This design comes from an exercise in tuning for small area, a short achievable clock period and few clock cycles on the open sky130 flow, not from production work.
No functional check of the RTL was part of this run.
Power figures rest on the tool's default switching activity, not on a simulated workload.

$ cat design.v
module reuleaux(input logic clk, input logic rst_n, input logic [2:0] colour,
                input logic [7:0] centre_x, input logic [6:0] centre_y, input logic [7:0] diameter,
                input logic start, output logic done,
                output logic [7:0] vga_x, output logic [6:0] vga_y,
                output logic [2:0] vga_colour, output logic vga_plot);
     localparam logic [159:0] FA = {10'd593, 10'd555, 10'd518, 10'd476, 10'd439, 10'd396, 10'd359, 10'd317,
                                    10'd280, 10'd238, 10'd200, 10'd158, 10'd121, 10'd79, 10'd42, 10'd0};
     localparam logic [95:0]  FB = {6'd36, 6'd34, 6'd32, 6'd26, 6'd24, 6'd22, 6'd21, 6'd19,
                                    6'd17, 6'd15, 6'd9, 6'd7, 6'd5, 6'd4, 6'd2, 6'd0};
     function automatic logic [9:0] fa(input logic [3:0] h);
          fa = 10'(FA >> (10 * h));
     endfunction
     function automatic logic [5:0] fb(input logic [3:0] l);
          fb = 6'(FB >> (6 * l));
     endfunction
     logic [7:0] di2, cx1;
     logic [8:0] cx2;
     always_ff @(posedge clk) begin
          di2 <= 8'(diameter + 8'd1) >> 1;
          cx1 <= centre_x + di2;
          cx2 <= {1'b0, centre_x} - {1'b0, di2};
     end
     logic [7:0] ox, oy;
     logic [9:0] crit;
     logic       ra;           
     logic [8:0] b1;
     logic [7:0] b2, by;
     logic [6:0] cy1;
     logic [1:0] p;            
     logic [1:0] ph;           
     logic       run;
     logic [7:0] xo;
     logic [6:0] yo;
     logic       plot_r;
     wire [8:0] x0 = {1'b0, cx1} - {1'b0, ox};
     wire [9:0] x3 = {cx2[8], cx2} + {2'b0, ox};
     wire [9:0] x1 = {b1[8], b1} + {2'b0, oy};
     wire [8:0] x2 = {1'b0, b2} - {1'b0, oy};
     wire [8:0] y0 = {2'b0, cy1} - {1'b0, oy};
     wire [8:0] s12 = {1'b1, by} + {1'b0, ox};
     wire [7:0] y12 = ra ? s12[7:0] : ~s12[7:0];
     function automatic logic onx(input logic [8:0] v);
          onx = !v[8] && !(v[7] && (v[6] || v[5]));
     endfunction
     function automatic logic ony(input logic [7:0] v);
          ony = !v[7] && !(v[6] && v[5] && v[4] && v[3]);
     endfunction
     wire oky0 = ony(y0[7:0]), oky12 = ra ? ony(s12[7:0]) : ony(~s12[7:0]);
     wire [3:0] ok = {onx(x3[8:0]) & oky0, onx(x2) & oky12, onx(x1[8:0]) & oky12, onx(x0) & oky0};
     wire [3:0] ge = (p == 2'd0) ? 4'b1111 : (p == 2'd1) ? 4'b1110 :
                     (p == 2'd2) ? 4'b1100 : 4'b1000;
     wire [3:0] v  = ok & ge;
     logic [1:0] sel;
     logic       more;      
     always_comb begin
          sel  = 2'd3;
          more = 1'b0;
          if (v[0]) begin sel = 2'd0; more = v[1] | v[2] | v[3]; end
          else if (v[1]) begin sel = 2'd1; more = v[2] | v[3]; end
          else if (v[2]) begin sel = 2'd2; more = v[3]; end
     end
     logic [7:0] xs;
     logic [6:0] ys;
     always_comb begin
          case (sel)
               2'd0: begin xs = x0[7:0]; ys = y0[6:0]; end
               2'd1: begin xs = x1[7:0]; ys = y12[6:0]; end
               2'd2: begin xs = x2[7:0]; ys = y12[6:0]; end
               default: begin xs = x3[7:0]; ys = y0[6:0]; end
          endcase
     end
     wire       cpos = !crit[9] && (crit != 10'd0);
     wire [7:0] oy1  = oy + 8'd1;
     wire [7:0] oy2  = {oy[7:1] + 7'd1, oy[0]};
     wire [8:0] u    = {1'b0, oy2} - {1'b0, ox};
     wire       last = !u[8] && (u[7:1] != 7'd0 || (cpos && u[0]));
     wire [9:0] cra  = crit + {1'b0, oy1, 1'b1};
     wire [9:0] crb  = crit + {u, 1'b1};
     wire [8:0] y12t = ~s12;
     wire yoff = (y0[8] && (!y12t[8] || y12t[7:0] >= 8'd120)) ||
                 (!y12t[8] && y12t[7:0] >= 8'd120);
     wire gx1 = x2[8] || (!x0[8] && x0[7] && (x0[6] || x0[5]));
     wire gx2 = x3[9] || (!x1[9] && (x1[8] || (x1[7] && (x1[6] || x1[5]))));
     wire fin = !ra && (gx1 || yoff) && (gx2 || yoff);
     wire [9:0] fs  = fa(ox[7:4]) + {4'd0, fb(ox[3:0])};
     wire [8:0] q   = {1'b0, ox} + {3'd0, oy[5:0]};
     wire [8:0] a6  = {cy1, 2'b10} + q;
     wire [8:0] a3  = {1'b0, cy1, 1'b0} - q;
     always_ff @(posedge clk) begin
          if (!rst_n || !start) begin
               run <= 1'b0;
               done <= 1'b0;
               plot_r <= 1'b0;
               ph <= 2'd0;
          end else if (run) begin
               plot_r <= |v;
               if ((!more && last) || fin) begin
                    run <= 1'b0;
                    done <= 1'b1;
               end
          end else begin
               plot_r <= 1'b0;
               if (!done) begin
                    ph <= {ph[0], 1'b1};
                    if (ph[1]) run <= 1'b1;
               end
          end
          if (!run) begin
               if (!ph[0]) begin
                    ox <= diameter;
                    cy1 <= centre_y;
                    b1 <= {1'b0, centre_x};
                    b2 <= centre_x;
               end else if (!ph[1]) begin
                    oy <= {2'd0, fs[9:4]};
               end else begin
                    cy1 <= a6[8:2];
                    by <= (ox == 8'd255) ? ~{1'b0, a6[8:2]} : {a3[8] ^ (ox >= 8'd222), a3[7:1]};
                    oy <= 8'd0;
               end
               crit <= 10'd1 - {2'b0, ox};
               ra <= ox != 8'd255;
               p <= 2'd0;
          end else if (more) begin
               p <= sel + 2'd1;
          end else begin
               p <= 2'd0;
               oy <= oy1;
               crit <= cpos ? crb : cra;
               if (cpos) ox <= ox - 8'd1;
               if (ra && oy1 == di2) begin
                    ra <= 1'b0;
                    b1 <= cx2;
                    b2 <= cx1;
                    by <= ~{1'b0, cy1};
               end
          end
          xo <= xs;
          yo <= ys;
     end
     assign vga_x = xo;
     assign vga_y = yo;
     assign vga_plot = plot_r;
     assign vga_colour = colour;
endmodule
$ cat run.sh
#!/bin/bash
# synth_recipe.tcl (not shown) runs the flow's synth.tcl, then flattens the netlist and writes it again
# the make line also repeats each setting of config.mk as NAME=value (left out here)
make -C /OpenROAD-flow-scripts/flow DESIGN_CONFIG=/design/flow/config.mk WORK_HOME=/design/flow/orfs CLKGATE_MAP_FILE= SYNTH_SCRIPT=/design/flow/synth_recipe.tcl finish
$ cat config.mk
export PLATFORM = sky130hd
export DESIGN_NAME = reuleaux
export DESIGN_NICKNAME = reuleaux
export VERILOG_FILES = /design/flow/design.v
export SDC_FILE = /design/flow/constraint.sdc
export NUM_CORES = 4
export LEC_CHECK = 0
export ABC_AREA = 1
export CAP_MARGIN = 20
export CORE_MARGIN = 2
export CORE_UTILIZATION = 40
export SLEW_MARGIN = 20
$ cat constraint.sdc
create_clock -name core_clock -period 10.0 [get_ports {clk}]
set_input_delay 2.0000 -clock core_clock [delete_from_list [all_inputs] [get_ports {clk}]]
set_output_delay 2.0000 -clock core_clock [all_outputs]
set_load 0.01 [all_outputs]
==> flow_metrics.py <==
metrics = {
    "status": {
        "run_status": "timing/DRC/antenna clean",
    },
    "yosys": {
        "ys_types": 52,
        "synth.top_cells.by_area": "sky130_fd_sc_hd__edfxtp_1 18%, sky130_fd_sc_hd__ha_1 15%, sky130_fd_sc_hd__nand2_1 13%",
        "yosys.area.top_type_share_pct": 18.2,
        "yosys_warnings": 1,
        "dominantRegCellSynth": "sky130_fd_sc_hd__edfxtp_1",
        "postSynthNetCount": 1452,
        "synth_edf_count": 58,
        "synthDominantAreaCellType": "sky130_fd_sc_hd__edfxtp_1",
        "postSynth.asyncResetShare_pct": 0,
        "synthesis.area_um2": 9560,
        "syn-instance-count": 1294,
        "fraction_of_the_yosys_area_taken_by_sequential_cells_pct": 27.6,
        "synthesis_stage_register_bit_count": 103,
        "avg_cell_area_syn_um2": 7.39,
    },
    "finish": {
        "n_antenna_cell": 0,
        "finish.net_count": 1489,
        "final_layout_size_suffix_gt1_share_pct": 5.09,
        "final_cell_area_excluding_filler_cells_um2": 10600,
        "finish.cell_count_without_fillers": 1655,
        "syn2layout_area_growth_pct": 11.4,
        "final_common_cell": "sky130_fd_sc_hd__nand2_1",
        "layout.cells.most_common_list": "323 x sky130_fd_sc_hd__nand2_1, 166 x sky130_fd_sc_hd__inv_1, 116 x sky130_fd_sc_hd__ha_1",
    },
    "sta": {
        "fin_crit_ps": 4240,
        "finalSetupViolations": 0,
        "grt_setup_unrepaired": "no",
        "worst-slew-pin-transition_ps": 888,
        "timing.slew.headroom_pct": 40.4,
        "finalMaxSlewViolations": 0,
        "totalNegativeSetupSlack_ps": 0,
        "max_freq_mhz": 236,
        "report.final.hold_viol_count": 0,
        "skew_ps": 9.66,
        "post-route-period-util_pct": 42.4,
    },
    "power": {
        "p_total_mw": 2.02,
        "power.sequential.fraction_pct": 29.9,
        "p_clk_share_pct": 19.5,
        "intPower_mw": 1.17,
        "power.density_cell_area_nw_per_um2": 190,
        "power_switching_share_pct": 42.0,
        "combPwrFrac_pct": 50.6,
        "power.switching_uw": 849,
        "p_leak_nw": 5.23,
        "irDropWorstVdd_uv": 91.0,
    },
    "grt": {
        "via_count_of_the_first_global_routing_pass": 7890,
        "wire_length_of_the_first_global_routing_pass_um": 42400,
        "grt_start_max_net_pins": 48,
        "grt_antenna_before_repair": 0,
        "globalRouteOverflowTotal": 0,
        "groute.usage.overall_pct": 22.1,
    },
    "die": {
        "rows": 56,
        "initial_core_util_pct": 40.7,
        "floorplan.die.width_um": 159,
        "io_pins": 49,
        "die_area_um2": 25100,
        "floorplan.core_area_um2": 23500,
        "die_y_um": 159,
    },
    "cts": {
        "clockRootBuffer": "sky130_fd_sc_hd__clkbuf_16",
        "ctsHtreeMaxLevel": 3,
        "cts-buffers-inserted": 9,
        "clk_latency_ps": 360,
        "numClockSinks": 103,
        "maximum_root_to_sink_buffer_count": 2,
        "clk_pin_slew_worst_paths_ps": 80,
        "cts_post_setup_buffers_inserted": 0,
        "holdBufCountCts": 0,
        "cts_resized": 0,
        "tritoncts": "done",
    },
    "setup_path": {
        "worst-setup-path-type": "flip-flop to flip-flop",
        "largest_stage_delay_on_the_critical_path_ps": 890,
        "ff2ff_path_depth": 16,
        "timing.rr.end": "crit[8]$_DFFE_PP_",
        "timing.reg2reg.setup_slack_ps": 5760,
        "crit_required_ps": 10110,
        "cp_cell_sequence": "inv_1, ha_1, nand2_1, o21ai_0, xnor2_1, o21ai_0, ha_1, o21ai_0, nand2_1, a21oi_1, nor2_1, nor2_1, o21bai_1, or2_2, nand3_1, nand2_1",
        "worst-endpoint-arrival_ps": 4350,
        "crit_path_end_kind": "flip-flop",
        "kind_of_cell_adding_the_most_delay_to_the_critical_path": "compound AO/OA/AOI/OAI gates",
        "setup.worst_path.start_class": "flip-flop",
        "crit_buf_inv": 1,
        "worstPathMaxFanout": 11,
        "reg2reg_from": "ox[1]$_DFFE_PP_",
        "crit_path_top_delay_cell": "sky130_fd_sc_hd__edfxtp_1",
    },
    "routing": {
        "drt_iter0_markers": 534,
        "total_vias_in_the_final_route": 8548,
        "antenna_left": 0,
        "post_drt_wl_per_cell_um": 16.2,
        "drt_drc_violations_left": 0,
        "drt-pass1-iter-count": 5,
        "vias_per_cell": 5.16,
        "route.final.wire_length_um": 26900,
    },
    "worst_hold_path": {
        "holdPathStages": 2,
        "min_delay_worst_endpoint": "done$_SDFFE_PP0P_",
        "worstHoldPathType": "flip-flop to flip-flop",
        "startpoint_of_the_lowest_slack_hold_path": "done$_SDFFE_PP0P_",
    },
    "placed_design": {
        "finalWeightedCongestion": 0.964,
        "post_dp_hpwl_um": 21700,
        "placed_insts": 1639,
        "buffer_ports.inserted": 42,
        "placement.cell_area_um2": 10300,
    },
    "flow_run": {
        "drv_cap": 0,
    },
}
## flip-flops by register name, summed over array words and instances (netlist names)
name and cells:
done 1, ox 8, run 1, cy1 7
ph 2, xo 8, ra 1, crit 10
cx2 8, b1 8, plot_r 1, di2 7
oy 8, p 2, cx1 8, b2 8
yo 7, by 8
## worst max path at each step
stage / startpoint / endpoint / cells past startpoint
final: ox[1]$_DFFE_PP_ / crit[8]$_DFFE_PP_ / 16
after global routing: ox[1]$_DFFE_PP_ / crit[8]$_DFFE_PP_ / 16
after CTS: ox[1]$_DFFE_PP_ / crit[8]$_DFFE_PP_ / 16
after detailed placement: centre_x[0] / cx2[8]$_DFF_P_ / 10
after global placement: centre_x[0] / cx2[8]$_DFF_P_ / 10
after floorplan: colour[0] / vga_colour[0] / 1
## area by class of cell
class                   instances  area, um2
inverters                     178        673
flip-flops and latches        103       2640
repair buffers                 45        443
clock buffers                  13        314
multi-input cells             994       6150
clock inverters                 3       23.8
fillers                      2373      12800
well taps                     319        399
## worst register-to-register path: stages (launching register included)
cell and delay, ps:
sky130_fd_sc_hd__edfxtp_1 890, sky130_fd_sc_hd__inv_1 460, sky130_fd_sc_hd__ha_1 450, sky130_fd_sc_hd__nand2_1 50, sky130_fd_sc_hd__o21ai_0 400, sky130_fd_sc_hd__xnor2_1 140
sky130_fd_sc_hd__o21ai_0 250, sky130_fd_sc_hd__ha_1 330, sky130_fd_sc_hd__o21ai_0 120, sky130_fd_sc_hd__nand2_1 70, sky130_fd_sc_hd__a21oi_1 180, sky130_fd_sc_hd__nor2_1 80
sky130_fd_sc_hd__nor2_1 90, sky130_fd_sc_hd__o21bai_1 80, sky130_fd_sc_hd__or2_2 270, sky130_fd_sc_hd__nand3_1 70, sky130_fd_sc_hd__nand2_1 50
## Yosys cell counts, types with 7 or more instances
library cell               count
sky130_fd_sc_hd__dfxtp_1      45
sky130_fd_sc_hd__o21ai_0      60
sky130_fd_sc_hd__nand2_1     323
sky130_fd_sc_hd__nor2_1       94
sky130_fd_sc_hd__o21ai_1       8
sky130_fd_sc_hd__or2_2        11
sky130_fd_sc_hd__fa_1         13
sky130_fd_sc_hd__nor3_1       12
sky130_fd_sc_hd__inv_1       166
sky130_fd_sc_hd__ha_1        116
sky130_fd_sc_hd__nand3_1      84
sky130_fd_sc_hd__clkbuf_1      9
sky130_fd_sc_hd__a21oi_1      74
sky130_fd_sc_hd__inv_2         9
sky130_fd_sc_hd__a31oi_1       8
sky130_fd_sc_hd__edfxtp_1     58
sky130_fd_sc_hd__xor2_1       55
sky130_fd_sc_hd__o21bai_1      7
sky130_fd_sc_hd__mux2i_1       8
sky130_fd_sc_hd__nand4_1      29
sky130_fd_sc_hd__xnor2_1      21
## layer usage
metal	wire length, um	up-vias	GRT usage [%]	share of wire [%]
met5	0	-	0	0
met4	389	0	5.32	1.4
met3	1410	23	2.83	5.2
met2	12400	234	36.9	46
met1	12600	3926	30.4	47
li1	-	4365	-	-
## power by group through the flow
stage                     registers, mW  logic [mW]  clock network, mW
final                             0.605        1.02              0.394
after global routing              0.614        1.16              0.416
after CTS                         0.605        1.02              0.403
after detailed placement          0.615        1.01                  0
after global placement            0.614        1.00                  0
after floorplan                   0.599       0.732                  0
## through the flow
step                utilization (%)  hold WS [ps]  setup slack, ps
finish                         45.4           480             5760
floorplan                         -           470             5880
CTS                            45.4           484             5860
global route                   45.4           521             5500
detailed placement             43.9           473             5760
global placement               43.9           464             5800
## cells by family (layout without fill, tap and decap cells)
group / count (synthesis) / in the layout / synth area share [%]
flip-flops: 103 / 103 / 27.6
AO/OA/AOI/OAI: 191 / 191 / 11.3
multiplexers: 8 / 8 / 0.838
buffers and inverters: 197 / 239 / 8.02
adder cells (fa/ha/maj): 129 / 129 / 17.9
XOR/XNOR: 76 / 76 / 6.96
AND/OR/NAND/NOR: 590 / 590 / 27.4

==> afterwards: timing with drivers on the ports <==
No port has a modelled driver above. Below, the same layout with a new extraction and two added sets of constraints. Step 1 assumes that a clkbuf_16 drives the clock port and a buf_2 every other input. Step 2 times the ports against the registers' clock, not the clock port: input delays grow and output delays shrink by t, the midpoint of the rising clock arrivals with the driver on. Three values: ideal, step 1, step 2; two values: the first two.
shift t [ns]: 0.404
setup slack, ns: 5.763 / 5.763 / 5.735
worst register clock-pin slew, ns: 0.08 / 0.08
worst slew at a driven data input, ns: 0.07
cell pins on the clock port's net: 1
After both steps this run still meets setup and hold. For this run, drivers alone change the setup slack by 0.000 ns; drivers and shift together by -0.028 ns.
